This design comes from an exercise in tuning for small area on the open sky130 flow, not from production work. Where RTL was checked, it was by simulation tests only, not by an equivalence proof against the original. Only the layout flow was run in run 2; the RTL was not checked for function there. No activity file was given, so power comes from the tool's default toggle rates.

`design/flow/design.v`:
```
module vga640x480(
    input wire i_clk,            
    input wire i_pix_stb,        
    input wire i_rst,            
    output wire o_hs,            
    output wire o_vs,            
    output wire [9:0] o_hx,      
    output wire [9:0] o_v        
    );
    localparam HX_START = 10'd864;    
    localparam HX_LINE  = 10'd640;    
    reg [9:0] hx;
    reg [9:0] v_count;
    assign o_hs = ~((hx >= 10'd880) & (hx < 10'd976));
    assign o_vs = ~((v_count >= 10'd490) & (v_count < 10'd492));
    assign o_hx = hx;
    assign o_v  = v_count;
    always @(posedge i_clk)
    begin
        if (i_rst)
        begin
            hx <= HX_START;
            v_count <= 10'd0;
        end
        if (i_pix_stb)   
        begin
            if (hx == HX_LINE)
            begin
                hx <= HX_START;
                v_count <= v_count + 1'd1;
            end
            else
                hx <= hx + 1'd1;
            if (v_count == 10'd525)
                v_count <= 10'd0;
        end
    end
endmodule
module blockRunner(
    input wire CLK,              
    input wire RST_BTN,          
    output wire VGA_HS_O,        
    output wire VGA_VS_O,        
    output reg [3:0] VGA_R,      
    output reg [3:0] VGA_G,      
    output reg [3:0] VGA_B,      
    output wire a, ba, c, d, e, f, g,
    output wire a1, ba1, c1, d1, e1, f1, g1,
    output wire a2, ba2, c2, d2, e2, f2, g2,
    output wire a3, ba3, c3, d3, e3, f3, g3,
    input SW0,
    input KEY0,
    input KEY1,
    input KEY2,
    input KEY3
    );
    localparam menu = 2'd0, lose = 2'd1, playingDay = 2'd2, playingNight = 2'd3;
    reg [1:0] s;
    wire playing = s[1];
    wire inMenu  = (s == menu);
    wire inLose  = (s == lose);
    wire night   = (s == playingNight);
    reg pix_stb, ph;
    always @(posedge CLK)
        if (!RST_BTN) {pix_stb, ph} <= 2'b00;
        else          {pix_stb, ph} <= {ph, ~ph};
    wire [9:0] hx;
    wire [9:0] v;
    vga640x480 display (
        .i_clk(CLK), .i_pix_stb(pix_stb), .i_rst(~RST_BTN),
        .o_hs(VGA_HS_O), .o_vs(VGA_VS_O), .o_hx(hx), .o_v(v)
    );
    wire blank = hx[9] & hx[8];           
    reg [9:0]  cl;                  
    reg        nightToggle;         
    reg [3:0]  oneCount, tenCount, hunCount, thoCount;
    reg [3:0]  oneHi, tenHi, hunHi, thoHi;
    reg [3:0]  oneOut, tenOut, hunOut, thoOut;
    reg        crouch;              
    reg [12:0] count;
    reg [6:0]  count2;
    reg        st_count2;
    reg [7:0]  dinoYh;              
    reg [1:0]  direction;
    reg [9:0]  P;                   
    reg [2:0]  t1, t2, t4;          
    reg [3:0]  t3;                  
    reg [3:0]  rnd;                 
    reg [1:0]  spd;                 
    reg [12:0] countB1;
    reg [9:0]  countTime;
    reg [4:0]  countTime2;
    reg [4:0]  countDayNight;
    wire [8:0] dinoY = {dinoYh, 1'b0};
    wire tickT  = (count == 13'd5000);
    wire tickB  = (countB1 == 13'd5000);
    wire sec    = (countTime == 10'd1000);
    wire cstep  = (countTime >= 10'd990);
    wire backDrop = (hx > 0) & (hx < 640) & (v > 300) & (v < 477);
    wire sun      = (hx > 475) & (hx < 550) & (v > 50) & (v < 125);
    wire [9:0] ec3 = hx - cl;
    wire [9:0] ec2 = ec3 - 10'd290;
    wire [9:0] ec1 = hx - {cl[8:0], 1'b0} - 10'd90;
    wire wrap3 = (cl >= 10'd934);
    wire wrap2 = (cl >= 10'd634) & (cl <= 10'd733);
    wire wrap1 = (cl[8:0] >= 9'd417) & (cl[8:0] <= 9'd466);
    wire cloud  = ~blank & ~wrap1 & (ec1 != 0) & (ec1 < 10'd100) & (v > 75)  & (v < 125);
    wire cloud2 = ~blank & ~wrap2 & (ec2 != 0) & (ec2 < 10'd100) & (v > 100) & (v < 150);
    wire cloud3 = ~blank & ~wrap3 & (ec3 != 0) & (ec3 < 10'd90)  & (v > 85)  & (v < 135);
    wire clouds = cloud | cloud2 | cloud3;
    wire star = ((hx > 20)  & (hx < 25)  & (v > 50) & (v < 55))  |
                ((hx > 70)  & (hx < 75)  & (v > 125) & (v < 130)) |
                ((hx > 100) & (hx < 105) & (v > 30) & (v < 35))  |
                ((hx > 150) & (hx < 155) & (v > 65) & (v < 70))  |
                ((hx > 200) & (hx < 205) & (v > 20) & (v < 25))  |
                ((hx > 240) & (hx < 245) & (v > 80) & (v < 85))  |
                ((hx > 300) & (hx < 305) & (v > 90) & (v < 95))  |
                ((hx > 340) & (hx < 345) & (v > 40) & (v < 45))  |
                ((hx > 410) & (hx < 415) & (v > 75) & (v < 80))  |
                ((hx > 450) & (hx < 455) & (v > 90) & (v < 95));
    wire letters = ((hx > 90)  & (v > 120) & (hx < 120) & (v < 250)) |
                   ((hx > 190) & (v > 120) & (hx < 220) & (v < 250)) |
                   ((hx > 90)  & (v > 120) & (hx < 220) & (v < 150)) |
                   ((hx > 90)  & (v > 220) & (hx < 220) & (v < 250)) |
                   ((hx > 285) & (v > 120) & (hx < 315) & (v < 250)) |
                   ((hx > 385) & (v > 120) & (hx < 415) & (v < 250)) |
                   ((hx > 285) & (v > 120) & (hx < 415) & (v < 150)) |
                   ((hx > 285) & (v > 220) & (hx < 415) & (v < 250)) |
                   ((hx > 480) & (v > 120) & (hx < 510) & (v < 250)) |
                   ((hx > 490) & (v > 120) & (hx < 570) & (v < 150)) |
                   ((hx > 490) & (v > 180) & (hx < 550) & (v < 210));
    wire [8:0] dy = v[8:0] - dinoY;
    wire dino = (hx > 75) & (hx < 90) & (dy != 0) & (dy < (crouch ? 9'd20 : 9'd40));
    wire g260 = (v > 260), g265 = (v > 265), g270 = (v > 270), g280 = (v > 280);
    wire l270 = (v < 270), l280 = (v < 280), l290 = (v < 290), l300 = (v < 300);
    function yin;
        input [3:0] t;
        case (t)
            4'd0: yin = g280 & l300;
            4'd1: yin = g260 & l300;
            4'd2: yin = g270 & l300;
            4'd3: yin = g260 & l300;
            4'd4: yin = g265 & l300;
            4'd5: yin = g270 & l280;
            4'd6: yin = g280 & l290;
            4'd7: yin = g260 & l270;
            default: yin = g270 & l300;
        endcase
    endfunction
    function [4:0] wid;
        input [3:0] t;
        case (t)
            4'd1: wid = 5'd15;
            4'd2: wid = 5'd10;
            4'd5, 4'd6, 4'd7: wid = 5'd25;
            default: wid = 5'd20;
        endcase
    endfunction
    wire [9:0] D  = hx - P;
    wire [9:0] e1b = D;
    wire [9:0] e2b = D - 10'd680;
    wire [9:0] e3b = D - 10'd450;
    wire [9:0] e4b = D - 10'd220;
    wire x32 = (hx[9:5] != 0);
    wire [3:0] blocks;
    assign blocks[0] = ~blank & (e1b[9:5] == 0) & (e1b[4:0] != 0) & (e1b[4:0] < wid({1'b0, t1})) & (x32 | (e1b[4:0] <= hx[4:0])) & yin({1'b0, t1});
    assign blocks[1] = ~blank & (e2b[9:5] == 0) & (e2b[4:0] != 0) & (e2b[4:0] < wid({1'b0, t2})) & (x32 | (e2b[4:0] <= hx[4:0])) & yin({1'b0, t2});
    assign blocks[2] = ~blank & (e3b[9:5] == 0) & (e3b[4:0] != 0) & (e3b[4:0] < wid(t3))          & (x32 | (e3b[4:0] <= hx[4:0])) & yin(t3);
    assign blocks[3] = ~blank & (e4b[9:5] == 0) & (e4b[4:0] != 0) & (e4b[4:0] < wid({1'b0, t4})) & (x32 | (e4b[4:0] <= hx[4:0])) & yin({1'b0, t4});
    wire anyBlock = |blocks;
    wire rec0 = blocks[0] & (P == 10'd0);
    wire rec1 = blocks[1] & (P == 10'd344);
    wire rec2 = blocks[2] & (P == 10'd574);
    wire rec3 = blocks[3] & (P == 10'd804);
    wire hit = dino & anyBlock;
    wire inscreen = (hx >= 1) & (hx <= 639) & (v >= 1);
    wire bg = ~(backDrop | sun | anyBlock | dino | clouds) & inscreen;
    reg [1:0] ns;
    always @(*) begin
        case (s)
            menu:         ns = (KEY0 == 1'b0) ? playingDay : menu;
            playingDay:   ns = hit ? lose : (nightToggle ? playingNight : playingDay);
            playingNight: ns = hit ? lose : (!nightToggle ? playingDay : playingNight);
            default:      ns = (KEY1 == 1'b0) ? menu : lose;
        endcase
    end
    always @(posedge CLK or negedge RST_BTN)
        if (RST_BTN == 1'b0) s <= menu;
        else                 s <= ns;
    always @(posedge CLK) begin
        if (inMenu) begin
            cl <= 10'd10;
            nightToggle <= 1'b0;
        end else if (playing) begin
            if (cstep) cl <= cl + 1'd1;
            if (countDayNight >= 5'd20) nightToggle <= ~nightToggle;
        end
    end
    always @(posedge CLK) begin
        if (!RST_BTN) begin
            countTime <= 10'd0;
            countB1 <= 13'd0;
        end else if (playing) begin
            countTime <= sec ? 10'd0 : countTime + 1'd1;
            countB1 <= tickB ? 13'd0 : countB1 + 1'd1;
        end
    end
    always @(posedge CLK) begin
        if (inMenu) begin
            P <= 10'd10;
            t1 <= 3'd0;
            t2 <= 3'd3;
            t3 <= 4'd8;
            t4 <= 3'd7;
            spd <= 2'd0;
            countTime2 <= 5'd0;
            countDayNight <= 5'd0;
        end else if (playing) begin
            if (night) begin
                if (rec0) t1 <= rnd[3:1];
                if (rec1) t2 <= rnd[3:1];
                if (rec2) t3 <= {1'b0, rnd[3:1]};
                if (rec3) t4 <= rnd[3:1];
            end else begin
                if (rec0) t2 <= rnd[3:1];
                if (rec1) t3 <= {1'b0, rnd[3:1]};
                if (rec2) t4 <= rnd[3:1];
                if (rec3) t1 <= rnd[3:1];
            end
            if (tickB) P <= P - {8'd0, spd} - 1'd1;
            if (sec) begin
                countTime2 <= countTime2 + 1'd1;
                countDayNight <= countDayNight + 1'd1;
            end
            if (countTime2 >= 5'd30 && spd != 2'd3) begin
                spd <= spd + 1'd1;
                countTime2 <= 5'd0;
            end
            if (countDayNight >= 5'd20) countDayNight <= 5'd0;
        end
    end
    always @(posedge CLK)
        if (inMenu) rnd <= 4'd15;
        else        rnd <= rnd + 1'd1;
    always @(posedge CLK) begin
        if (RST_BTN == 1'b0) begin
            oneHi <= 4'd0; tenHi <= 4'd0; hunHi <= 4'd0; thoHi <= 4'd0;
        end
        if (SW0 == 1'b1) begin
            oneOut <= oneHi; tenOut <= tenHi; hunOut <= hunHi; thoOut <= thoHi;
        end else begin
            oneOut <= oneCount; tenOut <= tenCount; hunOut <= hunCount; thoOut <= thoCount;
        end
        case (s)
            menu: begin
                oneCount <= 4'd0; tenCount <= 4'd0; hunCount <= 4'd0; thoCount <= 4'd0;
            end
            playingDay, playingNight: begin
                if (sec) begin
                    oneCount <= oneCount + 1'd1;
                    if (oneCount >= 4'd9) begin
                        tenCount <= tenCount + 1'd1;
                        oneCount <= 4'd0;
                    end
                    if (night ? (tenCount >= 4'd9) : (tenCount > 4'd9)) begin
                        hunCount <= hunCount + 1'd1;
                        tenCount <= 4'd0;
                    end
                    if (night ? (hunCount >= 4'd9) : (hunCount > 4'd9)) begin
                        thoCount <= thoCount + 1'd1;
                        hunCount <= 4'd0;
                    end
                end
            end
            lose: begin
                if ({thoCount, hunCount, tenCount, oneCount} > {thoHi, hunHi, tenHi, oneHi}) begin
                    oneHi <= oneCount; tenHi <= tenCount; hunHi <= hunCount; thoHi <= thoCount;
                end
            end
        endcase
    end
    sevenSeg ones(oneOut[3], oneOut[2], oneOut[1], oneOut[0], a, ba, c, d, e, f, g);
    sevenSeg tens(tenOut[3], tenOut[2], tenOut[1], tenOut[0], a1, ba1, c1, d1, e1, f1, g1);
    sevenSeg hunds(hunOut[3], hunOut[2], hunOut[1], hunOut[0], a2, ba2, c2, d2, e2, f2, g2);
    sevenSeg thous(thoOut[3], thoOut[2], thoOut[1], thoOut[0], a3, ba3, c3, d3, e3, f3, g3);
    always @(posedge CLK) begin
        if (inMenu) crouch <= 1'b0;
        else if (playing) crouch <= ~KEY2;
    end
    always @(posedge CLK) begin
        if (RST_BTN == 1'b0) begin
            count <= 13'd0;
            count2 <= 7'd0;
            st_count2 <= 1'b0;
        end else begin
            count <= tickT ? 13'd0 : count + 1'd1;
            if (st_count2) begin
                if (count2 <= 7'd90) begin
                    if (tickT) count2 <= count2 + 1'd1;
                end else begin
                    st_count2 <= 1'b0;
                    count2 <= 7'd0;
                end
            end
            if (playing) begin
                if (KEY3 == 1'b0) st_count2 <= 1'b1;
                else if (KEY2 == 1'b0 && st_count2) count2 <= 7'd90;
            end
        end
    end
    wire c2rest = (count2 >= 7'd90) | (count2 == 7'd0);
    always @(posedge CLK) begin
        if (inMenu) begin
            dinoYh <= 8'd130;
            direction <= 2'd3;
        end else if (playing) begin
            if (tickT) begin
                if (direction == 2'd1) dinoYh <= dinoYh - 1'd1;
                else if (direction == 2'd2) dinoYh <= dinoYh + 1'd1;
                if (count2 != 0 && count2 <= 7'd45) direction <= 2'd1;
                else if (count2 >= 7'd45 && count2 <= 7'd90) direction <= 2'd2;
                else if (count2 == 7'd0) direction <= 2'd3;
            end else if (c2rest) begin
                dinoYh <= (KEY2 == 1'b0) ? 8'd140 : 8'd130;
            end
        end
    end
    always @(*) begin
        case (s)
            menu, playingDay: begin
                VGA_R[3] = backDrop | sun;
                VGA_G[3] = anyBlock | sun;
                VGA_B[3] = dino | bg;
                VGA_R[2] = backDrop | sun | clouds | bg;
                VGA_G[2] = anyBlock | backDrop | sun | clouds | bg;
                VGA_B[2] = clouds | dino;
                VGA_R[1] = backDrop | sun | clouds | bg;
                VGA_G[1] = backDrop | sun | clouds | bg;
                VGA_B[1] = backDrop | clouds | dino;
                VGA_R[0] = backDrop | clouds;
                VGA_G[0] = clouds;
                VGA_B[0] = clouds | dino | bg;
            end
            playingNight: begin
                VGA_R[3] = sun | star;
                VGA_G[3] = sun | star | anyBlock;
                VGA_B[3] = dino | sun | star;
                VGA_R[2] = backDrop | sun | clouds | star;
                VGA_G[2] = backDrop | sun | clouds | star | anyBlock;
                VGA_B[2] = dino | clouds | sun | star;
                VGA_R[1] = backDrop | sun | clouds | star;
                VGA_G[1] = backDrop | sun | clouds | star;
                VGA_B[1] = backDrop | dino | clouds | sun | star;
                VGA_R[0] = backDrop | clouds | sun | star;
                VGA_G[0] = clouds | sun | star;
                VGA_B[0] = dino | clouds | sun | star;
            end
            default: begin
                VGA_R[0] = backDrop;
                VGA_G[0] = anyBlock;
                VGA_B[0] = 1'b0;
                VGA_R[1] = backDrop | letters;
                VGA_G[1] = 1'b0;
                VGA_B[1] = 1'b0;
                VGA_R[2] = backDrop;
                VGA_G[2] = 1'b0;
                VGA_B[2] = 1'b0;
                VGA_R[3] = backDrop | letters;
                VGA_G[3] = 1'b0;
                VGA_B[3] = 1'b0;
            end
        endcase
    end
endmodule
module sevenSeg(a, b, c, d, o1, o2, o3, o4, o5, o6, o7);
	input a, b, c, d;
	output o1, o2, o3, o4, o5, o6, o7;
	assign o1 =~((~b&~d) | (~a&c) | (b&c) | (a&~d) | (~a&b&d) | (a&~b&~c));
	assign o2 =~((~a&~b) | (~b&~d) | (~a&~c&~d) | (~a&c&d) | (a&~c&d));
	assign o3 =~((~a&~c) | (~a&d) | (~c&d) | (~a&b) | (a&~b));
	assign o4 =~((~a&~b&~d) | (~b&c&d) | (b&~c&d) | (b&c&~d) | (a&~c&~d));
	assign o5 =~((~b&~d) | (c&~d) | (a&c) | (a&b));
	assign o6 =~((~c&~d) | (b&~d) | (a&~b) | (a&c) | (~a&b&~c));
	assign o7 =~((~b&c) | (c&~d) | (a&~b) | (a&d) | (~a&b&~c));
endmodule
```
`design/flow/run.sh`:
```
#!/bin/bash
# synth_recipe.tcl (not shown) runs the flow's synth.tcl, then flattens the netlist and writes it again
# the make line also repeats each setting of config.mk as NAME=value (left out here)
make -C /OpenROAD-flow-scripts/flow DESIGN_CONFIG=/design/flow/config.mk WORK_HOME=/design/flow/orfs CLKGATE_MAP_FILE= SYNTH_SCRIPT=/design/flow/synth_recipe.tcl finish
```
`design/flow/config.mk`:
```
export PLATFORM = sky130hd
export DESIGN_NAME = blockRunner
export DESIGN_NICKNAME = blockRunner
export VERILOG_FILES = /design/flow/design.v
export SDC_FILE = /design/flow/constraint.sdc
export NUM_CORES = 4
export LEC_CHECK = 0
export CAP_MARGIN = 20
export CORE_MARGIN = 2
export CORE_UTILIZATION = 40
export SLEW_MARGIN = 20
```
`design/flow/constraint.sdc`:
```
create_clock -name core_clock -period 10.0 [get_ports {CLK}]
set_input_delay 2.0000 -clock core_clock [delete_from_list [all_inputs] [get_ports {CLK}]]
set_output_delay 2.0000 -clock core_clock [all_outputs]
set_load 0.01 [all_outputs]
```
==> results of run 1 <==
synthesized netlist by cell type (9+ instances only):
library cell  number  area, um^2
a2111oi_0         11        96.3
a211oi_1          15         113
a21o_1            21         158
a21oi_1          107         536
a31oi_1           21         131
and2_1            10        62.6
and3_1            20         125
clkbuf_1          80         300
dfxtp_1          149        2980
edfxtp_1          26         781
ha_1             142        1780
inv_1            141         529
mux2i_1           28         280
nand2_1          201         754
nand2b_1          38         238
nand3_1           68         340
nand3b_1          10        75.1
nand4_1           30         188
nor2_1           221         830
nor2b_1           25         156
nor3_1            59         295
nor3b_1           16         120
nor4_1            33         206
o2111ai_1         13         114
o211ai_1          12        90.1
o21a_1            11        82.6
o21ai_0          120         601
o22ai_1           13        81.3
o31ai_1           13        97.6
o32ai_1           11        96.3
or2_2              9        56.3
or3_1             14        87.6
xnor2_1           58         508
xor2_1            49         429
power by group:
part / total [mW] / switching (mW) / internal, mW
sequential: 0.756 / 0.0240 / 0.732
combinational: 0.263 / 0.155 / 0.108
clock: 0.721 / 0.343 / 0.378
worst paths after layout:
kind	start	end	slack [ns]	cells past startpoint
min reg2reg	ph$_SDFF_PN0_	ph$_SDFF_PN0_	0.41	1
max reg2reg	display.hx[0]$_SDFFCE_PP0P_	t4[0]$_SDFFE_PP1P_	4.15	17
max	display.hx[0]$_SDFFCE_PP0P_	VGA_R[2]	1.31	20
min in group asynchronous	RST_BTN	s[1]$_DFF_PN0_	1.94	2
min	ph$_SDFF_PN0_	ph$_SDFF_PN0_	0.41	1
max in group asynchronous	RST_BTN	s[0]$_DFF_PN0_	7.78	2
registers in the layout (all words and copies together) (netlist names), 7 cells and up:
signal           flops
countB1             13
count               13
P                   10
cl                  10
countTime           10
display.hx          10
display.v_count     10
dinoYh               8
count2               7
logic make-up after synthesis:
| logic type | synth area share |
|---|---|
| compound gates | 0.212 |
| xor+xnor | 0.0635 |
| fa+ha+maj | 0.128 |
| buf+inv | 0.0595 |
| flops | 0.252 |
| mux | 0.0215 |
| simple gates | 0.263 |
layer usage:
metal | wire length [um] | up-vias | track usage
li1 | - | 7134 | -
met1 | 19700 | 6783 | 0.288
met2 | 19400 | 434 | 0.360
met3 | 2350 | 98 | 0.0319
met4 | 1500 | 0 | 0.0905
met5 | 0 | - | 0
layout make-up:
| cell class | count | share of cell area |
|---|---|---|
| clock inverters | 14 | 0.0111 |
| repair buffers | 63 | 0.0356 |
| clock buffers | 18 | 0.0271 |
| flip-flops and latches | 177 | 0.229 |
| inverters | 145 | 0.0327 |
| well taps | 511 | 0.0384 |
| multi-input cells | 1572 | 0.626 |
==> run summary, run 1 <==
WL per Instance=17.2 um; Final Setup Violations=0; Syn Nets=2141; Gates resized, CTS repair=0; FF/Latch Area=between 0.003 and 0.004 mm^2; die width=roughly 200 um; share of cells above drive strength 1=0.0412; grt ovf=0; Slew Limit Fails=0; routability congestion estimate=roughly 0.98; synth warn=2; io pins=49; filler cell count=3781; critical path startpoint category=flop; Starting DRT DRC Count=between 1000 and 1500; initial antenna violation count=0; max_slew headroom=0.232; residual DRC count=0; Worst-path clk slew=~0.080 ns; Syn Area/Cell=between 7 and 8 um^2; Largest stage delay, worst path=~0.64 ns; delay-heaviest family, CP=compound AO/OA/AOI/OAI gates; Hold Slack=between 0.4 and 0.5 ns; largest net degree at the start of global routing=between 40 and 50; CTS Root Cell=clkbuf_16; crit-path cells=inv_1 -> ha_1 -> inv_1 -> fa_1 -> a21o_1 -> a21oi_1 -> xor2_1 -> inv_2 -> xnor2_1 -> ha_1 -> and3_1 -> a21boi_0 -> a211o_1 -> a31oi_1 -> o2111ai_1 -> nor4b_1 -> a311o_1 -> or3_1 -> o32ai_1 -> clkdlybuf4s50_1; most common cell after layout, fill and taps aside=nor2_1; final hold violations=0; clk_skew=0.0197 ns; DRT Pass-1 Iters=8; commonest non-fill, non-tap cells in the layout=nor2_1, nand2_1, dfxtp_1; H-Tree Depth=4; area of the multi-input gates=about 0.010 mm^2; via/cell ratio=just under 6; clk latency of the worst-skew pair=0.46 ns; Post-Layout Inst Area=~0.017 mm^2; Req. time, crit path=8.00 ns; num rows=71; post-CTS setup buffers=0; cells after synthesis=~2000; CTS tree=yes; max cap viols=0; CP Max Fanout=13; crit path max-delay cell type=clkdlybuf4s50_1; Area growth syn-to-layout=10.1%; Leak Pwr=around 6.4 nW; Post-DP HPWL=between 30 and 40 mm; initial core utilization=0.404; post-synthesis cell area=roughly 0.015 mm^2; post-route core utilization=0.445; status=complete, no violations; Synth cell types=92; ys flop type=dfxtp_1; CP Class=flop to primary output; die height=198 um; post-route ant nets=0; PwrDens=~100 mW/mm^2; Hold Path Class=flop to flop; unrepaired setup endpoints after global routing=no; final net count=around 2100; fin crit period=between 8 and 9 ns; total track usage=0.219; sequential area share after synthesis=0.252; vias in the first global route=approximately 14000; Worst Path Buf+Inv=4; die footprint=a little under 0.04 mm^2; Antenna diodes=0; CTS sink count=between 150 and 200; dpl ws=around 1.8 ns; global-route wire length before repair=69.3 mm; worst-margin pin slew=between 1 and 1.5 ns; Period Utilization, post-route=0.869; ys async rst share=0.0113; core area=approximately 0.037 mm^2; FF+latch count, synth=~180; Setup TNS=0 ns; Arrival @ worst endpoint=6.69 ns; FMAX=0.115 GHz; placed cell area=around 0.016 mm^2; WL final=between 40 and 50 mm; Pwr Total=approximately 1.7 mW; Setup WS post-layout=about 1.3 ns; Longest Clk Path Bufs=2; Final Non-Filler Cells=2500; Post-synth EDFFs=26; crit end category=primary output; VDD IR-drop max=roughly 0.13 mV; DR vias=between 10000 and 15000; dpl cells=around 2500; CTS hold repair buffers=0; port bufs=between 40 and 50; clock buffer count from CTS=17
==> run 2: changes to the inputs <==
--- a/design/flow/design.v
+++ b/design/flow/design.v
@@ -75,5 +75,7 @@
     reg        nightToggle;         
-    reg [3:0]  oneCount, tenCount, hunCount, thoCount;
-    reg [3:0]  oneHi, tenHi, hunHi, thoHi;
-    reg [3:0]  oneOut, tenOut, hunOut, thoOut;
+    reg [3:0]  oneC, tenC, hunC, thoC;      
+    reg [3:0]  oneH, tenH, hunH, thoH;      
+    reg [2:0]  m6;                          
+    reg [1:0]  s_d;                         
+    reg        SW0_d;
     reg        crouch;              
@@ -91,4 +93,2 @@
     reg [9:0]  countTime;
-    reg [4:0]  countTime2;
-    reg [4:0]  countDayNight;
     wire [8:0] dinoY = {dinoYh, 1'b0};
@@ -100,5 +100,4 @@
     wire sun      = (hx > 475) & (hx < 550) & (v > 50) & (v < 125);
-    wire [9:0] ec3 = hx - cl;
-    wire [9:0] ec2 = ec3 - 10'd290;
-    wire [9:0] ec1 = hx - {cl[8:0], 1'b0} - 10'd90;
+    wire [9:0] ec3 = hx - cl;                  
+    wire [9:0] fc1 = hx - {cl[8:0], 1'b0};     
     wire wrap3 = (cl >= 10'd934);
@@ -106,4 +105,4 @@
     wire wrap1 = (cl[8:0] >= 9'd417) & (cl[8:0] <= 9'd466);
-    wire cloud  = ~blank & ~wrap1 & (ec1 != 0) & (ec1 < 10'd100) & (v > 75)  & (v < 125);
-    wire cloud2 = ~blank & ~wrap2 & (ec2 != 0) & (ec2 < 10'd100) & (v > 100) & (v < 150);
+    wire cloud  = ~blank & ~wrap1 & (fc1 > 10'd90) & (fc1 < 10'd190) & (v > 75)  & (v < 125);
+    wire cloud2 = ~blank & ~wrap2 & (ec3 > 10'd290) & (ec3 < 10'd390) & (v > 100) & (v < 150);
     wire cloud3 = ~blank & ~wrap3 & (ec3 != 0) & (ec3 < 10'd90)  & (v > 85)  & (v < 135);
@@ -159,17 +158,15 @@
     wire [9:0] D  = hx - P;
-    wire [9:0] e1b = D;
-    wire [9:0] e2b = D - 10'd680;
-    wire [9:0] e3b = D - 10'd450;
-    wire [9:0] e4b = D - 10'd220;
+    wire [4:0] eA = D[4:0];               
+    wire [4:0] eB = D[4:0] - 5'd8;        
+    wire [4:0] eC = D[4:0] - 5'd2;        
+    wire [4:0] eD = D[4:0] + 5'd4;        
+    wire RA = (D[9:5] == 5'd0);
+    wire RB = (D[9:5] == ((D[4:0] < 5'd8)  ? 5'd22 : 5'd21));
+    wire RC = (D[9:5] == ((D[4:0] < 5'd2)  ? 5'd15 : 5'd14));
+    wire RD = (D[9:5] == ((D[4:0] < 5'd28) ? 5'd7  : 5'd6));
+    wire [4:0] eb = ({5{RA}} & eA) | ({5{RB}} & eB) | ({5{RC}} & eC) | ({5{RD}} & eD);
+    wire [3:0] tb = ({4{RA}} & {1'b0, t1}) | ({4{RB}} & {1'b0, t2}) | ({4{RC}} & t3) | ({4{RD}} & {1'b0, t4});
     wire x32 = (hx[9:5] != 0);
-    wire [3:0] blocks;
-    assign blocks[0] = ~blank & (e1b[9:5] == 0) & (e1b[4:0] != 0) & (e1b[4:0] < wid({1'b0, t1})) & (x32 | (e1b[4:0] <= hx[4:0])) & yin({1'b0, t1});
-    assign blocks[1] = ~blank & (e2b[9:5] == 0) & (e2b[4:0] != 0) & (e2b[4:0] < wid({1'b0, t2})) & (x32 | (e2b[4:0] <= hx[4:0])) & yin({1'b0, t2});
-    assign blocks[2] = ~blank & (e3b[9:5] == 0) & (e3b[4:0] != 0) & (e3b[4:0] < wid(t3))          & (x32 | (e3b[4:0] <= hx[4:0])) & yin(t3);
-    assign blocks[3] = ~blank & (e4b[9:5] == 0) & (e4b[4:0] != 0) & (e4b[4:0] < wid({1'b0, t4})) & (x32 | (e4b[4:0] <= hx[4:0])) & yin({1'b0, t4});
-    wire anyBlock = |blocks;
-    wire rec0 = blocks[0] & (P == 10'd0);
-    wire rec1 = blocks[1] & (P == 10'd344);
-    wire rec2 = blocks[2] & (P == 10'd574);
-    wire rec3 = blocks[3] & (P == 10'd804);
+    wire anyBlock = ~blank & (eb != 0) & (eb < wid(tb)) & (x32 | (eb <= hx[4:0])) & yin(tb);
+    wire recAny = anyBlock & ~x32 & (eb == hx[4:0]);
     wire hit = dino & anyBlock;
@@ -190,2 +187,12 @@
     always @(posedge CLK) begin
+        s_d <= s;
+        SW0_d <= SW0;
+    end
+    wire inc_d   = s_d[1] & (countTime == 10'd0);    
+    wire night_d = (s_d == playingNight);
+    wire rst_d   = ~pix_stb & ~ph;                   
+    wire wrap_d  = inc_d & (oneC == 4'd9);           
+    wire dn_ev   = playing & wrap_d & m6[0];                                  
+    wire spd_ev  = playing & wrap_d & ((m6 == 3'd2) | (m6 == 3'd5)) & (spd != 2'd3);  
+    always @(posedge CLK) begin
         if (inMenu) begin
@@ -195,3 +202,3 @@
             if (cstep) cl <= cl + 1'd1;
-            if (countDayNight >= 5'd20) nightToggle <= ~nightToggle;
+            if (dn_ev) nightToggle <= ~nightToggle;
         end
@@ -207,2 +214,3 @@
     end
+    wire rec = recAny & playing;
     always @(posedge CLK) begin
@@ -215,26 +223,9 @@
             spd <= 2'd0;
-            countTime2 <= 5'd0;
-            countDayNight <= 5'd0;
         end else if (playing) begin
-            if (night) begin
-                if (rec0) t1 <= rnd[3:1];
-                if (rec1) t2 <= rnd[3:1];
-                if (rec2) t3 <= {1'b0, rnd[3:1]};
-                if (rec3) t4 <= rnd[3:1];
-            end else begin
-                if (rec0) t2 <= rnd[3:1];
-                if (rec1) t3 <= {1'b0, rnd[3:1]};
-                if (rec2) t4 <= rnd[3:1];
-                if (rec3) t1 <= rnd[3:1];
-            end
+            if (rec & (night ? RA : RD)) t1 <= rnd[3:1];
+            if (rec & (night ? RB : RA)) t2 <= rnd[3:1];
+            if (rec & (night ? RC : RB)) t3 <= {1'b0, rnd[3:1]};
+            if (rec & (night ? RD : RC)) t4 <= rnd[3:1];
             if (tickB) P <= P - {8'd0, spd} - 1'd1;
-            if (sec) begin
-                countTime2 <= countTime2 + 1'd1;
-                countDayNight <= countDayNight + 1'd1;
-            end
-            if (countTime2 >= 5'd30 && spd != 2'd3) begin
-                spd <= spd + 1'd1;
-                countTime2 <= 5'd0;
-            end
-            if (countDayNight >= 5'd20) countDayNight <= 5'd0;
+            if (spd_ev) spd <= spd + 1'd1;
         end
@@ -245,38 +236,31 @@
     always @(posedge CLK) begin
-        if (RST_BTN == 1'b0) begin
-            oneHi <= 4'd0; tenHi <= 4'd0; hunHi <= 4'd0; thoHi <= 4'd0;
+        if (s_d == menu) begin
+            oneC <= 4'd0; tenC <= 4'd0; hunC <= 4'd0; thoC <= 4'd0;
+            m6 <= 3'd0;
+        end else if (inc_d) begin
+            oneC <= oneC + 1'd1;
+            if (oneC >= 4'd9) begin
+                tenC <= tenC + 1'd1;
+                oneC <= 4'd0;
+                m6 <= (m6 == 3'd5) ? 3'd0 : m6 + 1'd1;
+            end
+            if (night_d ? (tenC >= 4'd9) : (tenC > 4'd9)) begin
+                hunC <= hunC + 1'd1;
+                tenC <= 4'd0;
+            end
+            if (night_d ? (hunC >= 4'd9) : (hunC > 4'd9)) begin
+                thoC <= thoC + 1'd1;
+                hunC <= 4'd0;
+            end
         end
-        if (SW0 == 1'b1) begin
-            oneOut <= oneHi; tenOut <= tenHi; hunOut <= hunHi; thoOut <= thoHi;
-        end else begin
-            oneOut <= oneCount; tenOut <= tenCount; hunOut <= hunCount; thoOut <= thoCount;
+        if (rst_d) begin
+            oneH <= 4'd0; tenH <= 4'd0; hunH <= 4'd0; thoH <= 4'd0;
+        end else if (s_d == lose && {thoC, hunC, tenC, oneC} > {thoH, hunH, tenH, oneH}) begin
+            oneH <= oneC; tenH <= tenC; hunH <= hunC; thoH <= thoC;
         end
-        case (s)
-            menu: begin
-                oneCount <= 4'd0; tenCount <= 4'd0; hunCount <= 4'd0; thoCount <= 4'd0;
-            end
-            playingDay, playingNight: begin
-                if (sec) begin
-                    oneCount <= oneCount + 1'd1;
-                    if (oneCount >= 4'd9) begin
-                        tenCount <= tenCount + 1'd1;
-                        oneCount <= 4'd0;
-                    end
-                    if (night ? (tenCount >= 4'd9) : (tenCount > 4'd9)) begin
-                        hunCount <= hunCount + 1'd1;
-                        tenCount <= 4'd0;
-                    end
-                    if (night ? (hunCount >= 4'd9) : (hunCount > 4'd9)) begin
-                        thoCount <= thoCount + 1'd1;
-                        hunCount <= 4'd0;
-                    end
-                end
-            end
-            lose: begin
-                if ({thoCount, hunCount, tenCount, oneCount} > {thoHi, hunHi, tenHi, oneHi}) begin
-                    oneHi <= oneCount; tenHi <= tenCount; hunHi <= hunCount; thoHi <= thoCount;
-                end
-            end
-        endcase
     end
+    wire [3:0] oneOut = SW0_d ? oneH : oneC;
+    wire [3:0] tenOut = SW0_d ? tenH : tenC;
+    wire [3:0] hunOut = SW0_d ? hunH : hunC;
+    wire [3:0] thoOut = SW0_d ? thoH : thoC;
     sevenSeg ones(oneOut[3], oneOut[2], oneOut[1], oneOut[0], a, ba, c, d, e, f, g);
--- a/design/flow/config.mk
+++ b/design/flow/config.mk
@@ -9,3 +9,4 @@
 export CORE_MARGIN = 2
-export CORE_UTILIZATION = 40
+export CORE_UTILIZATION = 70
+export PLACE_DENSITY = 0.8
 export SLEW_MARGIN = 20
==> run summary, run 2 <==
status=complete, no violations; CTS tree=yes; via/cell ratio=6.59 (+14%); Period Utilization, post-route=0.935 (+0.0661); post-route ant nets=0 (unchanged); Final Setup Violations=0 (unchanged); CP Max Fanout=11 (-2); WL per Instance=17.9 um (+4.2%); placed cell area=0.0138 mm^2 (-14%); Worst-path clk slew=0.07 ns (about the same); die height=141 um (-29%); clk latency of the worst-skew pair=0.44 ns (-0.02 ns); PwrDens=151 mW/mm^2 (+44%); cells after synthesis=1736 (-13%); final net count=1868 (-12%); top-count cell post-synth=nor2_1; ys flop type=dfxtp_1; FMAX=0.107 GHz (-7.1%); max_slew headroom=0.239 (+0.00753); top cells by count, synth=nor2_1, nand2_1, dfxtp_1; CTS Root Cell=clkbuf_16; Area contributors post-synth=dfxtp_1, ha_1, nor2_1; largest net degree at the start of global routing=36 (-14%); Syn Area/Cell=7.59 um^2 (-0.27%); post-CTS setup buffers=0 (unchanged); Synth cell types=98 (+6.5%); CTS hold repair buffers=0 (unchanged); max cap viols=0 (unchanged); WL final=35.7 mm (-17%); Yosys top cell by area=dfxtp_1; sequential area share after synthesis=0.247 (-0.00542); share of cells above drive strength 1=0.0551 (+0.0139); global-route wire length before repair=58.6 mm (-15%); post-synthesis cell area=0.0132 mm^2 (-13%); Yosys top cell area share=0.220 (+0.0230); initial antenna violation count=0 (unchanged); Final Non-Filler Cells=1994 (-20%); worst-margin pin slew=1.14 ns (-0.000761 ns); CTS sink count=157 (-11%); Slew Limit Fails=0 (unchanged); Antenna diodes=0 (unchanged); unrepaired setup endpoints after global routing=no; VDD IR-drop max=0.114 mV (-10%); ys async rst share=0.0127 (+0.00144); die width=141 um (-29%); Req. time, crit path=8.00 ns (about the same); grt ovf=0 (unchanged); core area=0.0186 mm^2 (-50%); clock buffer count from CTS=17 (unchanged); CP Class=flop to primary output; residual DRC count=0 (unchanged); DRT Pass-1 Iters=8 (unchanged); die footprint=0.0199 mm^2 (-49%); total track usage=0.356 (+0.137); Area growth syn-to-layout=9.22%; routability congestion estimate=0.974 (-0.62%); Leak Pwr=5.59 nW (-12%); dpl cells=1962 (-21%); Post-DP HPWL=26.2 mm (-18%); num rows=50 (-30%); final hold violations=0 (unchanged); Gates resized, CTS repair=0 (unchanged); Post-synth EDFFs=10 (-62%); synth warn=2 (unchanged); Post-Layout Inst Area=0.0144 mm^2 (-14%); most common cell after layout, fill and taps aside=nor2_1; critical path startpoint category=flop; vias in the first global route=12200 (-9.6%); io pins=49 (unchanged); Syn Nets=1857 (-13%); Arrival @ worst endpoint=7.35 ns (+0.66 ns); port bufs=48 (unchanged); Setup TNS=0 ns (unchanged); top flop regs=countB1: 13 flops, count: 13 flops; Starting DRT DRC Count=1061 (-1.2%); DR vias=13100 (-9.0%); fin crit period=9.35 ns (+0.661 ns); H-Tree Depth=4 (unchanged); Hold Path Class=flop to flop; FF+latch count, synth=157 (-11%); Hold Slack=0.414 ns (+0.00478 ns); clk_skew=0.0178 ns (-0.00192 ns); commonest non-fill, non-tap cells in the layout=nor2_1, nand2_1, dfxtp_1; Longest Clk Path Bufs=2 (unchanged); crit end category=primary output; initial core utilization=0.709 (+0.305)
[run 2: cell type report]
cell class,instances,area (um^2)
Multi-Input combinational cell,1401,9240
Fill cell,1382,4190
Sequential cell,157,3250
Timing Repair Buffer,66,616
Clock buffer,17,425
Inverter,104,390
Tap cell,234,293
Clock inverter,15,168
[run 2: logic make-up (layout without fill, tap and decap cells)]
family / count (synthesis) / count (layout) / share of synthesized area
AND/OR/NAND/NOR: 697 / 697 / 0.256
AO/OA/AOI/OAI: 442 / 442 / 0.224
buffers and inverters: 178 / 202 / 0.0521
flip-flops: 157 / 157 / 0.247
adder cells (fa/ha/maj): 114 / 114 / 0.112
XOR/XNOR: 102 / 102 / 0.0732
multiplexers: 46 / 46 / 0.0362
[run 2: path summary, 6_finish.rpt]
check | start | to | slack [ns] | cells after the start
setup / recovery | display.hx[0]$_SDFFCE_PP0P_ | VGA_G[0] | 0.65 | 25
hold / removal | rnd[0]$_SDFF_PP1_ | rnd[0]$_SDFF_PP1_ | 0.41 | 1
setup reg to reg | display.hx[0]$_SDFFCE_PP0P_ | s[1]$_DFF_PN0_ | 3.51 | 24
hold reg to reg | rnd[0]$_SDFF_PP1_ | rnd[0]$_SDFF_PP1_ | 0.41 | 1
max in group asynchronous | RST_BTN | s[0]$_DFF_PN0_ | 7.38 | 1
min in group asynchronous | RST_BTN | s[1]$_DFF_PN0_ | 2.07 | 1
[run 2: report_power, final]
part	internal, mW	leakage (nW)	switching, mW
combinational	0.315	4.01	0.422
clock	0.336	0.288	0.316
sequential	0.687	1.30	0.0902
total	1.34	5.59	0.828
[run 2: routing by layer]
layer / vias to the layer above / global-route usage / wire length [um]
met5: - / 0 / 0
met4: 0 / 0.175 / 1610
met3: 139 / 0.0560 / 2360
met2: 598 / 0.622 / 17200
met1: 6128 / 0.426 / 14500
li1: 6277 / - / -
[run 2: per-stage QoR]
step | total power [mW] | worst slack, ns | util
after CTS | 2.16 | 0.730 | 0.774
after global routing | 2.29 | 0.135 | 0.774
after floorplan | 1.30 | 2.40 | -
after global placement | 1.48 | 1.55 | 0.742
final | 2.17 | 0.652 | 0.774
after detailed placement | 1.51 | 1.23 | 0.742
[run 2: worst max-delay path: stages (launching register included)]
cell and delay [ns]:
edfxtp_1 0.62, inv_1 0.19, ha_1 0.26, fa_1 0.42, nor2b_1 0.19, o22a_1 0.25
xor2_1 0.25, inv_1 0.14, ha_1 0.28, nand2_1 0.09, xnor3_1 0.34, nor4b_1 0.52
o21ai_2 0.15, nand2_1 0.19, xnor2_1 0.09, or3_1 0.33, inv_1 0.07, ha_1 0.24
and3_1 0.20, a22o_1 0.25, a2111oi_0 0.29, o41ai_1 0.19, a31oi_4 0.28, o21a_1 0.37
o21a_1 0.18, clkdlybuf4s50_1 0.52
==> run 3: changes to the inputs <==
--- a/design/flow/design.v
+++ b/design/flow/design.v
@@ -94,6 +94,17 @@
     wire [8:0] dinoY = {dinoYh, 1'b0};
-    wire tickT  = (count == 13'd5000);
-    wire tickB  = (countB1 == 13'd5000);
-    wire sec    = (countTime == 10'd1000);
-    wire cstep  = (countTime >= 10'd990);
+    function [12:0] step13;
+        input [12:0] q;
+        step13 = {q[11:0], ~(q[12] ^ q[3] ^ q[2] ^ q[0])};
+    endfunction
+    function [9:0] step10;
+        input [9:0] q;
+        step10 = {q[8:0], ~(q[9] ^ q[6])};
+    endfunction
+    localparam [12:0] S5000 = 13'b0110110000010;    
+    localparam [9:0]  S989  = 10'b0100001000;       
+    localparam [9:0]  S1000 = 10'b0101100100;       
+    reg cstep;                                      
+    wire tickT  = (count == S5000);
+    wire tickB  = (countB1 == S5000);
+    wire sec    = (countTime == S1000);
     wire backDrop = (hx > 0) & (hx < 640) & (v > 300) & (v < 477);
@@ -208,6 +219,8 @@
             countTime <= 10'd0;
+            cstep <= 1'b0;
             countB1 <= 13'd0;
         end else if (playing) begin
-            countTime <= sec ? 10'd0 : countTime + 1'd1;
-            countB1 <= tickB ? 13'd0 : countB1 + 1'd1;
+            countTime <= sec ? 10'd0 : step10(countTime);
+            cstep <= (countTime == S989) | (cstep & ~sec);
+            countB1 <= tickB ? 13'd0 : step13(countB1);
         end
@@ -265,5 +278,5 @@
     wire [3:0] thoOut = SW0_d ? thoH : thoC;
-    sevenSeg ones(oneOut[3], oneOut[2], oneOut[1], oneOut[0], a, ba, c, d, e, f, g);
-    sevenSeg tens(tenOut[3], tenOut[2], tenOut[1], tenOut[0], a1, ba1, c1, d1, e1, f1, g1);
-    sevenSeg hunds(hunOut[3], hunOut[2], hunOut[1], hunOut[0], a2, ba2, c2, d2, e2, f2, g2);
+    sevenSeg9  ones(oneOut[3], oneOut[2], oneOut[1], oneOut[0], a, ba, c, d, e, f, g);
+    sevenSeg10 tens(tenOut[3], tenOut[2], tenOut[1], tenOut[0], a1, ba1, c1, d1, e1, f1, g1);
+    sevenSeg10 hunds(hunOut[3], hunOut[2], hunOut[1], hunOut[0], a2, ba2, c2, d2, e2, f2, g2);
     sevenSeg thous(thoOut[3], thoOut[2], thoOut[1], thoOut[0], a3, ba3, c3, d3, e3, f3, g3);
@@ -279,3 +292,3 @@
         end else begin
-            count <= tickT ? 13'd0 : count + 1'd1;
+            count <= tickT ? 13'd0 : step13(count);
             if (st_count2) begin
@@ -369 +382,23 @@
 endmodule
+module sevenSeg9(a, b, c, d, o1, o2, o3, o4, o5, o6, o7);
+	input a, b, c, d;
+	output o1, o2, o3, o4, o5, o6, o7;
+	assign o1 = (~a&~b&~c&d) | (b&~c&~d);
+	assign o2 = (b&~c&d) | (b&c&~d);
+	assign o3 = (~b&c&~d);
+	assign o4 = (~b&~c&d) | (b&~c&~d) | (b&c&d);
+	assign o5 = (b&~c) | d;
+	assign o6 = (~a&~b&d) | (~b&c) | (c&d);
+	assign o7 = (~a&~b&~c) | (b&c&d);
+endmodule
+module sevenSeg10(a, b, c, d, o1, o2, o3, o4, o5, o6, o7);
+	input a, b, c, d;
+	output o1, o2, o3, o4, o5, o6, o7;
+	assign o1 = (~a&~b&~c&d) | (b&~c&~d);
+	assign o2 = (b&~c&d) | (b&c&~d);
+	assign o3 = (~a&~b&c&~d);
+	assign o4 = (a&c) | (~b&~c&d) | (b&~c&~d) | (b&c&d);
+	assign o5 = (b&~c) | d;
+	assign o6 = (~a&~b&c) | (~a&~b&d) | (c&d);
+	assign o7 = (~a&~b&~c) | (b&c&d);
+endmodule
==> design/flow/flow/run.sh (new file) <==
#!/bin/bash
# Own layout flow: the standard synthesis, then an area re-mapping of the logic between the
# registers (reabc.sh), then the standard layout from floorplan to finish.
# Each tool writes its full output to a log of its own in the work folder.
set -euo pipefail
HERE=$(cd "$(dirname "${BASH_SOURCE[0]}")" && pwd)
WORK=$(cd "$HERE/.." && pwd)
cd "$WORK"
YOSYS=$FLOW_HOME/../tools/install/yosys/bin/yosys
[[ -x $YOSYS ]] || YOSYS=yosys
LIB=$FLOW_HOME/platforms/$FLOW_PLATFORM/lib/sky130_fd_sc_hd__tt_025C_1v80.lib
R=$WORK/orfs/results/$FLOW_PLATFORM/blockRunner/base

bash standard.sh synth > "$WORK/flow_1_synth.log" 2>&1
cp "$R/1_2_yosys.v" "$WORK/1_2_yosys.standard.v"
YOSYS=$YOSYS bash "$HERE/reabc.sh" "$WORK/1_2_yosys.standard.v" "$WORK/1_2_yosys.reabc.v" "$LIB" "$FLOW_TOP" "$WORK/flow_2_reabc.log"
cp "$WORK/1_2_yosys.reabc.v" "$R/1_2_yosys.v"
rm -f "$R/1_synth.odb"
bash standard.sh finish > "$WORK/flow_3_layout.log" 2>&1
==> design/flow/flow/reabc.sh (new file) <==
#!/bin/bash
# usage: reabc.sh IN.v OUT.v LIB TOP LOG
# Re-maps the combinational logic of a mapped netlist for area with yosys/abc.
# Registers and tie cells are kept as black boxes, so their instances, names and cell types stay.
set -euo pipefail
IN=$1; OUT=$2; LIB=$3; TOP=$4; LOG=$5
YOSYS=${YOSYS:-yosys}
KEEP=$(grep -oE 'sky130_fd_sc_hd__(df|edf|sdf|dl|conb)[a-z0-9_]*' "$IN" | sort -u | tr '\n' ' ')
SCRIPT=${REABC_SCRIPT:-"+strash;dc2;dch,-f;map,-a;mfs2;strash;dc2;dch,-f;map,-a;mfs2;strash;dch,-f;map,-a;topo"}
YS=$(dirname "$LOG")/reabc.ys
cat > "$YS" <<EOS
read_liberty -ignore_miss_func $LIB
read_verilog $IN
hierarchy -top $TOP
blackbox $KEEP
flatten
opt_clean
stat -liberty $LIB
abc -liberty $LIB -dont_use *lpflow* -dont_use *probe* -script "$SCRIPT"
opt_clean -purge
hilomap -singleton -hicell sky130_fd_sc_hd__conb_1 HI -locell sky130_fd_sc_hd__conb_1 LO
insbuf -buf sky130_fd_sc_hd__buf_4 A X
opt_clean -purge
stat -liberty $LIB
select -module $TOP
write_verilog -noattr -nohex -nodec -selected $OUT
EOS
$YOSYS -s "$YS" > $LOG 2>&1
==> design/flow/standard.sh (new file) <==
#!/bin/bash
# synth_recipe.tcl (not shown) runs the flow's synth.tcl, then flattens the netlist and writes it again
# the make line also repeats each setting of config.mk as NAME=value (left out here)
make -C /OpenROAD-flow-scripts/flow DESIGN_CONFIG=/design/flow/config.mk WORK_HOME=/design/flow/orfs CLKGATE_MAP_FILE= SYNTH_SCRIPT=/design/flow/synth_recipe.tcl "${@:-finish}"
--- a/design/flow/config.mk
+++ b/design/flow/config.mk
@@ -9,4 +9,3 @@
 export CORE_MARGIN = 2
-export CORE_UTILIZATION = 70
-export PLACE_DENSITY = 0.8
+export CORE_UTILIZATION = 40
 export SLEW_MARGIN = 20
removed: design/flow/run.sh
==> run summary, run 3 <==
Longest Clk Path Bufs=2 (unchanged); internal power=1.21 mW (-9.8%); die height=163 um (+16%); die footprint=0.0267 mm^2 (+34%); clk_skew=0.0206 ns (+0.00286 ns); Leak Pwr=4.29 nW (-23%); Area growth syn-to-layout=15.4%; grt ovf=0 (unchanged); Final Setup Violations=0 (unchanged); post-CTS setup buffers=0 (unchanged); Clock Power Share=0.375 (+0.074); residual DRC count=0 (unchanged); Syn Nets=1655 (-11%); placed cell area=0.0111 mm^2 (-20%); logic gate share of total power=0.210 (-0.130); global-route wire length before repair=52.4 mm (-11%); synth warn=2 (unchanged); Syn Area/Cell=6.16 um^2 (-19%); critical path startpoint category=flop; cells after synthesis=1648 (-5.1%); DRT Pass-1 Iters=9 (+1); fin crit period=8.73 ns (-0.618 ns); Slew Limit Fails=0 (unchanged); PwrDens=156 mW/mm^2 (+3.3%); final net count=1729 (-7.4%); CP Max Fanout=9 (-2); die width=163 um (+16%); unrepaired setup endpoints after global routing=no; CTS hold repair buffers=0 (unchanged); post-synthesis cell area=0.0102 mm^2 (-23%); Antenna diodes=0 (unchanged); max_slew headroom=0.249 (+0.00994); sequential fraction of design power=0.415 (+0.056); FMAX=0.115 GHz (+7.1%); io pins=49 (unchanged); total track usage=0.244 (-0.112); Post-DP HPWL=24.6 mm (-6.1%); Setup TNS=0 ns (unchanged); clk latency of the worst-skew pair=0.44 ns (about the same); CP Class=flop to primary output; share of cells above drive strength 1=0.0305 (-0.0246); Req. time, crit path=8.00 ns (about the same); Gates resized, CTS repair=0 (unchanged); num rows=58 (+16%); status=complete, no violations; post-route ant nets=0 (unchanged); Arrival @ worst endpoint=6.73 ns (-0.62 ns); top flop regs=countB1: 13 flops, count: 13 flops; CTS tree=yes; port bufs=48 (unchanged); Post-Layout Inst Area=0.0117 mm^2 (-19%); DR vias=11300 (-14%); initial core utilization=0.405 (-0.303); H-Tree Depth=4 (unchanged); clock buffer count from CTS=17 (unchanged); crit path max-delay cell type=clkdlybuf4s50_1; Hold Path Class=flop to flop; Hold Slack=0.426 ns (+0.0123 ns); WL per Instance=15.5 um (-14%); via/cell ratio=5.47 (-17%); final hold violations=0 (unchanged); most common cell after layout, fill and taps aside=nor2_1; VDD IR-drop max=0.100 mV (-13%); WL final=31.9 mm (-11%); CTS Root Cell=clkbuf_16; Starting DRT DRC Count=829 (-22%); switching share of total power=0.338 (-0.0447); filler cell count=2624 (+90%); vias in the first global route=10400 (-15%); Worst-path clk slew=0.08 ns (about the same); commonest non-fill, non-tap cells in the layout=nor2_1, nand2_1, clkinv_1; CTS sink count=158 (+0.64%); core area=0.0250 mm^2 (+35%); largest net degree at the start of global routing=36 (unchanged); routability congestion estimate=0.962 (-1.3%); max cap viols=0 (unchanged); net switching power=0.616 mW (-26%); most used cell, CP=clkinv_1; Largest stage delay, worst path=0.53 ns (-0.09 ns); Period Utilization, post-route=0.873 (-0.0618); crit end category=primary output; worst-margin pin slew=1.10 ns (-0.0433 ns); initial antenna violation count=0 (unchanged)
## run 3: layer usage
layer | global-route usage | share of wire
met5 | 0 | 0
met4 | 0.101 | 0.034
met3 | 0.0444 | 0.064
met2 | 0.391 | 0.44
met1 | 0.324 | 0.46
## run 3: stage by stage
stage                     total power, mW  cells  worst slack, ns   util
after floorplan                      1.02   1648             3.42      -
after global placement               1.15   2033             1.94  0.443
after global routing                 1.92   2065            0.589  0.468
final                                1.82   2065             1.27  0.468
after detailed placement             1.15   2033             1.73  0.443
after CTS                            1.84   2065             1.23  0.468
## run 3: power by group through the flow
stage               clock (mW)  sequential [mW]  combinational (mW)
floorplan                    0            0.748               0.268
global placement             0            0.769               0.380
detailed placement           0            0.769               0.382
CTS                      0.699            0.755               0.384
global route             0.720            0.764               0.437
finish                   0.684            0.756               0.383
## run 3: area by class of cell
| class | instances | area (um^2) | area share |
|---|---|---|---|
| timing repair buffer | 55 | 533 | 0.0455 |
| clock inverter | 15 | 191 | 0.0163 |
| clock buffer | 17 | 425 | 0.0363 |
| multi-input combinational | 1233 | 5920 | 0.505 |
| sequential | 158 | 3270 | 0.279 |
| inverter | 257 | 965 | 0.0823 |
| tap | 330 | 413 | 0.0352 |
## run 3: worst paths after layout
path | cells after the start | slack (ns) | endpoint | startpoint
max | 33 | 1.27 | VGA_G[2] | display.hx[1]$_SDFFCE_PP0P_
min | 2 | 0.43 | count[5]$_SDFF_PP0_ | count[4]$_SDFF_PP0_
max reg2reg | 31 | 4.12 | t4[0]$_SDFFE_PP1P_ | display.hx[1]$_SDFFCE_PP0P_
min reg2reg | 2 | 0.43 | count[5]$_SDFF_PP0_ | count[4]$_SDFF_PP0_
max in group asynchronous | 2 | 7.92 | s[0]$_DFF_PN0_ | RST_BTN
min in group asynchronous | 2 | 1.89 | s[1]$_DFF_PN0_ | RST_BTN
## run 3: worst max-delay path, delay by kind of cell, from the launching register on
family | cells | cell delay [ns]
buffers and inverters | 8 | 1.51
AND/OR/NAND/NOR | 15 | 2.50
AO/OA/AOI/OAI | 10 | 1.79
flip-flops | 1 | 0.47
==> run 4: changes to the inputs <==
--- a/design/flow/flow/run.sh
+++ b/design/flow/flow/run.sh
@@ -18,2 +18,7 @@
 rm -f "$R/1_synth.odb"
-bash standard.sh finish > "$WORK/flow_3_layout.log" 2>&1
+# Port buffers as the standard flow places them, but of the smallest buffer cell; a clock tree of
+# small buffers without dummy loads.
+bash standard.sh finish \
+  "BUFFER_PORTS_ARGS=-buffer_cell sky130_fd_sc_hd__buf_1" \
+  "CTS_ARGS=-sink_clustering_enable -repair_clock_nets -dont_use_dummy_load -buf_list sky130_fd_sc_hd__clkbuf_8 -root_buf sky130_fd_sc_hd__clkbuf_16 -sink_clustering_size 20 -sink_clustering_max_diameter 60" \
+  > "$WORK/flow_3_layout.log" 2>&1
--- a/design/flow/flow/reabc.sh
+++ b/design/flow/flow/reabc.sh
@@ -8,3 +8,3 @@
 KEEP=$(grep -oE 'sky130_fd_sc_hd__(df|edf|sdf|dl|conb)[a-z0-9_]*' "$IN" | sort -u | tr '\n' ' ')
-SCRIPT=${REABC_SCRIPT:-"+strash;dc2;dch,-f;map,-a;mfs2;strash;dc2;dch,-f;map,-a;mfs2;strash;dch,-f;map,-a;topo"}
+SCRIPT=${REABC_SCRIPT:-"+strash;dc2;dch,-f;map,-a;mfs2;strash;dc2;dch,-f;amap;mfs2;strash;dch,-f;amap;mfs2;strash;dch,-f;amap;topo"}
 YS=$(dirname "$LOG")/reabc.ys
==> run summary, run 4 <==
post-route ant nets=0 (unchanged); Area growth syn-to-layout=9.66%; top flop regs=countB1: 13 flops, count: 13 flops; min-delay src=count[2]$_SDFF_PP0_; CTS Root Cell=clkbuf_16; met1 WL=13.7 mm (-6.7%); die footprint=0.0255 mm^2 (-4.5%); max_slew headroom=0.444 (+0.195); total track usage=0.223 (-0.0211); status=complete, no violations; Hold Path Class=flop to flop; clock buffer count from CTS=17 (unchanged); Setup TNS=0 ns (unchanged); Syn Nets=1450 (-12%); PwrDens=151 mW/mm^2 (-3.1%); Leak Pwr=3.54 nW (-18%); core area=0.0236 mm^2 (-5.7%); initial core utilization=0.410 (+0.00447); port bufs=48 (unchanged); DRT Pass-1 Iters=6 (-3); Post-DP HPWL=21.8 mm (-11%); die height=160 um (-2.3%); die width=160 um (-2.3%); metal3 WL=2.03 mm (+0.15%); most common cell after layout, fill and taps aside=nor2_1; share of cells above drive strength 1=0.0217 (-0.00884); vias in the first global route=9464 (-9.4%); unrepaired setup endpoints after global routing=no; clk_skew=0.0331 ns (+0.0125 ns); Syn Area/Cell=6.71 um^2 (+8.9%); CTS tree=yes; Antenna diodes=0 (unchanged); Arrival @ worst endpoint=7.00 ns (+0.27 ns); grt ovf=0 (unchanged); R2R setup slack=2.17 ns (-1.95 ns); commonest non-fill, non-tap cells in the layout=nor2_1, clkinv_1, dfxtp_1; VDD IR-drop max=0.0774 mV (-23%); synth warn=2 (unchanged); crit path max-delay cell type=edfxtp_1; fin crit period=9.00 ns (+0.272 ns); residual DRC count=0 (unchanged); critical path startpoint category=flop; H-Tree Depth=4 (unchanged); R2R depth=37 (+19%); CP Max Fanout=7 (-2); Final Setup Violations=0 (unchanged); Worst Hold End=count[3]$_SDFF_PP0_; DR vias=10600 (-6.0%); worst-margin pin slew=0.823 ns (-0.275 ns); max cap viols=0 (unchanged); global-route wire length before repair=47.1 mm (-10%); Slew Limit Fails=0 (unchanged); via/cell ratio=5.77 (+5.5%); Worst-path clk slew=0.09 ns (about the same); hold depth=2 (unchanged); CP Class=flop to primary output; met2 wire len=12.6 mm (-11%); Period Utilization, post-route=0.900 (+0.0272); Hold Slack=0.437 ns (+0.0112 ns); initial antenna violation count=0 (unchanged); uppermost layer routed=met4; largest net degree at the start of global routing=32 (-11%); num rows=56 (-3.4%); FMAX=0.111 GHz (-3.0%); most used cell, CP=o21ai_0; WL final=29.2 mm (-8.6%); cells after synthesis=1443 (-12%); clk latency of the worst-skew pair=0.39 ns (-0.05 ns); reg2reg end=t4[2]$_SDFFE_PP1P_; Longest Clk Path Bufs=2 (unchanged); post-synthesis cell area=0.00968 mm^2 (-4.6%); FF-to-FF Start=display.hx[0]$_SDFFCE_PP0P_; Req. time, crit path=8.00 ns (about the same); final net count=1529 (-12%); routability congestion estimate=0.967 (+0.52%); Pwr Total=1.60 mW (-12%); crit end category=primary output; io pins=49 (unchanged); final hold violations=0 (unchanged); WL per Instance=15.9 um (+2.7%); CTS sink count=158 (unchanged); Largest stage delay, worst path=0.47 ns (-0.06 ns); Starting DRT DRC Count=772 (-6.9%)
==> run 4: worst max path at each step <==
stage	startpoint	to	slack [ns]	cells past startpoint
floorplan	display.hx[2]$_SDFFCE_PP0P_	VGA_G[2]	1.34	33
global placement	display.hx[2]$_SDFFCE_PP0P_	VGA_R[1]	1.0	34
detailed placement	display.hx[2]$_SDFFCE_PP0P_	VGA_G[2]	0.73	34
CTS	display.hx[2]$_SDFFCE_PP0P_	VGA_G[2]	0.27	34
global route	display.hx[0]$_SDFFCE_PP0P_	VGA_G[2]	0.1	36
finish	display.hx[0]$_SDFFCE_PP0P_	VGA_G[2]	1.0	36
==> run 4: power by group <==
part	switching (mW)	internal [mW]	leakage, nW	total, mW
clock network	0.210	0.161	0.127	0.371
logic	0.283	0.160	2.11	0.443
registers	0.0790	0.707	1.31	0.786
total	0.572	1.03	3.54	1.60
==> run 4: cell type report <==
cell class	instances	area, um^2
Sequential cell	158	3270
Multi-Input combinational cell	1091	5700
Fill cell	2441	13000
Timing Repair Buffer	60	270
Clock buffer	17	245
Tap cell	319	399
Inverter	194	728
==> run 4: through the flow <==
step                cell area (um^2)  setup slack (ns)   util  instances
floorplan                       9680              1.34      -       1443
global placement               10300             0.996  0.437       1819
detailed placement             10300             0.727  0.437       1819
CTS                            10600             0.275  0.448       1836
global route                   10600            0.0952  0.450       1839
finish                         10600             0.998  0.450       1839
==> run 4: metal layers <==
layer | vias to the layer above | track usage
li1 | 5373 | -
met1 | 4758 | 0.307
met2 | 429 | 0.353
met3 | 59 | 0.0396
met4 | 0 | 0.0777
met5 | - | 0
==> run 4: timing repair <==
| item | in CTS | in global routing |
|---|---|---|
| endpoints found under the setup margin | 0 | 8 |
| hold buffers | 0 | 0 |
| setup buffers | 0 | 3 |
| resized for setup | 0 | 5 |
==> run 4: worst max-delay path: cells and delay by family, from the launching register on <==
kind,cells,cell delay (ns)
flops,1,0.47
buf+inv,4,0.63
compound gates,20,3.60
simple gates,12,1.92
==> run 5: changes to the inputs <==
--- a/design/flow/flow/reabc.sh
+++ b/design/flow/flow/reabc.sh
@@ -21,3 +21,3 @@
 hilomap -singleton -hicell sky130_fd_sc_hd__conb_1 HI -locell sky130_fd_sc_hd__conb_1 LO
-insbuf -buf sky130_fd_sc_hd__buf_4 A X
+insbuf -buf sky130_fd_sc_hd__buf_1 A X
 opt_clean -purge
--- a/design/flow/config.mk
+++ b/design/flow/config.mk
@@ -10,2 +10,3 @@
 export CORE_UTILIZATION = 40
+export GPL_TIMING_DRIVEN = 0
 export SLEW_MARGIN = 20
==> run summary, run 5 <==
critical path startpoint category=flop; clk latency of the worst-skew pair=0.39 ns (about the same); crit path max-delay cell type=edfxtp_1; commonest non-fill, non-tap cells in the layout=nor2_1, clkinv_1, dfxtp_1; clk_skew=0.0323 ns (-0.000853 ns); PwrDens=151 mW/mm^2 (+0.23%); post-route ant nets=0 (unchanged); sequential fraction of design power=0.488 (-0.003); CTS tree=yes; worst-margin pin slew=0.953 ns (+0.130 ns); via/cell ratio=5.73 (-0.76%); fin crit period=9.22 ns (+0.218 ns); cells after synthesis=1443 (unchanged); Leak Pwr=3.51 nW (-0.72%); CTS sink count=158 (unchanged); vias in the first global route=9459 (-0.053%); Setup WS post-layout=0.779 ns (-0.218 ns); Antenna diodes=0 (unchanged); switching share of total power=0.359 (+0.00182); Slew Limit Fails=0 (unchanged); Final Setup Violations=0 (unchanged); num rows=56 (unchanged); initial core utilization=0.410 (unchanged); DRT Pass-1 Iters=5 (-1); Area growth syn-to-layout=9.76% (about the same); Worst-path clk slew=0.09 ns (about the same); Period Utilization, post-route=0.922 (+0.0218); FMAX=0.108 GHz (-2.4%); Final Non-Filler Cells=1832 (-0.38%); port bufs=48 (unchanged); Longest Clk Path Bufs=2 (unchanged); core area=0.0236 mm^2 (unchanged); largest net degree at the start of global routing=33 (+3.1%); CTS Root Cell=clkbuf_16; post-synthesis cell area=0.00968 mm^2 (unchanged); grt ovf=0 (unchanged); CP Max Fanout=6 (-1); WL final=28.6 mm (-2.0%); Pwr Total=1.61 mW (+0.32%); die width=160 um (unchanged); Largest stage delay, worst path=0.51 ns (+0.04 ns); Req. time, crit path=8.00 ns (about the same); synth warn=2 (unchanged); final net count=1522 (-0.46%); logic gate share of total power=0.277 (about the same); dpl ws=0.133 ns (-0.594 ns); internal power=1.03 mW (about the same); final hold violations=0 (unchanged); Starting DRT DRC Count=859 (+11%); Arrival @ worst endpoint=7.22 ns (+0.22 ns); Clock Power Share=0.235 (+0.003); io pins=49 (unchanged); VDD IR-drop max=0.0734 mV (-5.1%); die footprint=0.0255 mm^2 (unchanged); Syn Nets=1450 (unchanged); initial antenna violation count=0 (unchanged); DR vias=10500 (-1.1%); Post-Layout Inst Area=0.0106 mm^2 (about the same); routability congestion estimate=0.981 (+1.5%); Syn Area/Cell=6.71 um^2 (unchanged); Setup TNS=0 ns (unchanged); dpl cells=1811 (-0.44%); post-route core utilization=0.450 (about the same); max_slew headroom=0.363 (-0.0812); CTS hold repair buffers=0 (unchanged); share of cells above drive strength 1=0.0225 (+0.000761); most used cell, CP=o21ai_0; Hold Path Class=flop to flop; CP Class=flop to primary output; placed cell area=0.0103 mm^2 (-0.38%); residual DRC count=0 (unchanged); Hold Slack=0.435 ns (-0.00203 ns); die height=160 um (unchanged); crit end category=primary output; most common cell after layout, fill and taps aside=nor2_1; Post-DP HPWL=21.4 mm (-1.5%); status=complete, no violations; global-route wire length before repair=47.7 mm (+1.2%); top flop regs=countB1: 13 flops, count: 13 flops; H-Tree Depth=4 (unchanged); net switching power=0.577 mW (+0.83%); max cap viols=0 (unchanged); WL per Instance=15.6 um (-1.6%); clock buffer count from CTS=17 (unchanged); total track usage=0.225 (+0.00157)
-- run 5: cell count changes in the layout (fill, tap and decap cells not counted), sizes merged --
cell,delta
buf,-7
-- run 5: layout make-up --
class | count | area (um^2)
fillers | 2492 | 13000
multi-input cells | 1091 | 5750
flip-flops and latches | 158 | 3270
inverters | 194 | 729
well taps | 319 | 399
clock buffers | 17 | 245
repair buffers | 53 | 223
-- run 5: final timing paths --
check	from	endpoint	slack [ns]	cells after the start
max in group asynchronous	RST_BTN	s[1]$_DFF_PN0_	8.01	1
min in group asynchronous	RST_BTN	s[1]$_DFF_PN0_	1.60	1
worst min-delay path	count[5]$_SDFF_PP0_	count[6]$_SDFF_PP0_	0.44	2
worst min register to register	count[5]$_SDFF_PP0_	count[6]$_SDFF_PP0_	0.44	2
worst max-delay path	display.hx[0]$_SDFFCE_PP0P_	VGA_G[2]	0.78	37
worst max register to register	display.hx[0]$_SDFFCE_PP0P_	t4[2]$_SDFFE_PP1P_	2.05	38
-- run 5: routing by layer --
metal | wire [um] | global-route usage | part of all wire | up-vias
met5 | 0 | 0 | 0 | -
met1 | 14200 | 0.323 | 0.50 | 4745
li1 | - | - | - | 5363
met2 | 12200 | 0.345 | 0.43 | 335
met4 | 598 | 0.0661 | 0.021 | 0
met3 | 1620 | 0.0386 | 0.057 | 55
-- run 5: worst max-delay path, delay by kind of cell, from the launching register on --
kind	cells	cell delay, ns
AO/OA/AOI/OAI	19	3.24
buffers and inverters	3	0.58
flip-flops	1	0.51
AND/OR/NAND/NOR	15	2.53
-- run 5: timing repair --
item                                   4_1_cts  5_1_grt
setup endpoints to repair                    8        8
gates resized for setup                      4        7
pin swaps                                    0        1
endpoints found under the hold margin        0        0
setup buffers                                0        4
cloned                                       0        0
-- run 5: power groups by stage --
stage	logic [mW]	clock network, mW	registers (mW)
after floorplan	0.342	0	0.774
after global placement	0.424	0	0.795
after detailed placement	0.432	0	0.795
after CTS	0.437	0.390	0.782
after global routing	0.512	0.414	0.795
final	0.445	0.377	0.783

static timing again, ports no longer ideal:
No port has a modelled driver above. Below, the same layouts with a new extraction and two added sets of constraints. Step 1: set_driving_cell puts a clkbuf_16 on CLK and a buf_2 on each other input, an assumption about the parent block. Step 2 moves the port delays by t, midway between the first and last clock arrival at a register: inputs arrive t later, outputs are due t later. That takes back most of the time a late clock gives input paths. Slacks: ideal / step 1 / step 2; pairs: ideal / step 1.
run	shift t [ns]	slack for setup (ns)	latest minus earliest clock arrival (ns)	slew at the worst register clock pin (ns)	worst data-port slew with drivers (ns)
run 1	0.506	1.313 / 1.261 / 1.767	0.020 / 0.020	0.09 / 0.09	0.04
run 2	0.484	0.652 / 0.604 / 1.088	0.019 / 0.019	0.08 / 0.08	0.04
run 3	0.472	1.270 / 1.225 / 1.697	0.023 / 0.023	0.08 / 0.08	0.03
run 4	0.418	0.998 / 0.950 / 1.368	0.036 / 0.036	0.10 / 0.10	0.06
run 5	0.427	0.779 / 0.728 / 1.156	0.038 / 0.039	0.10 / 0.10	0.03
After both steps setup and hold are still met in every run listed.
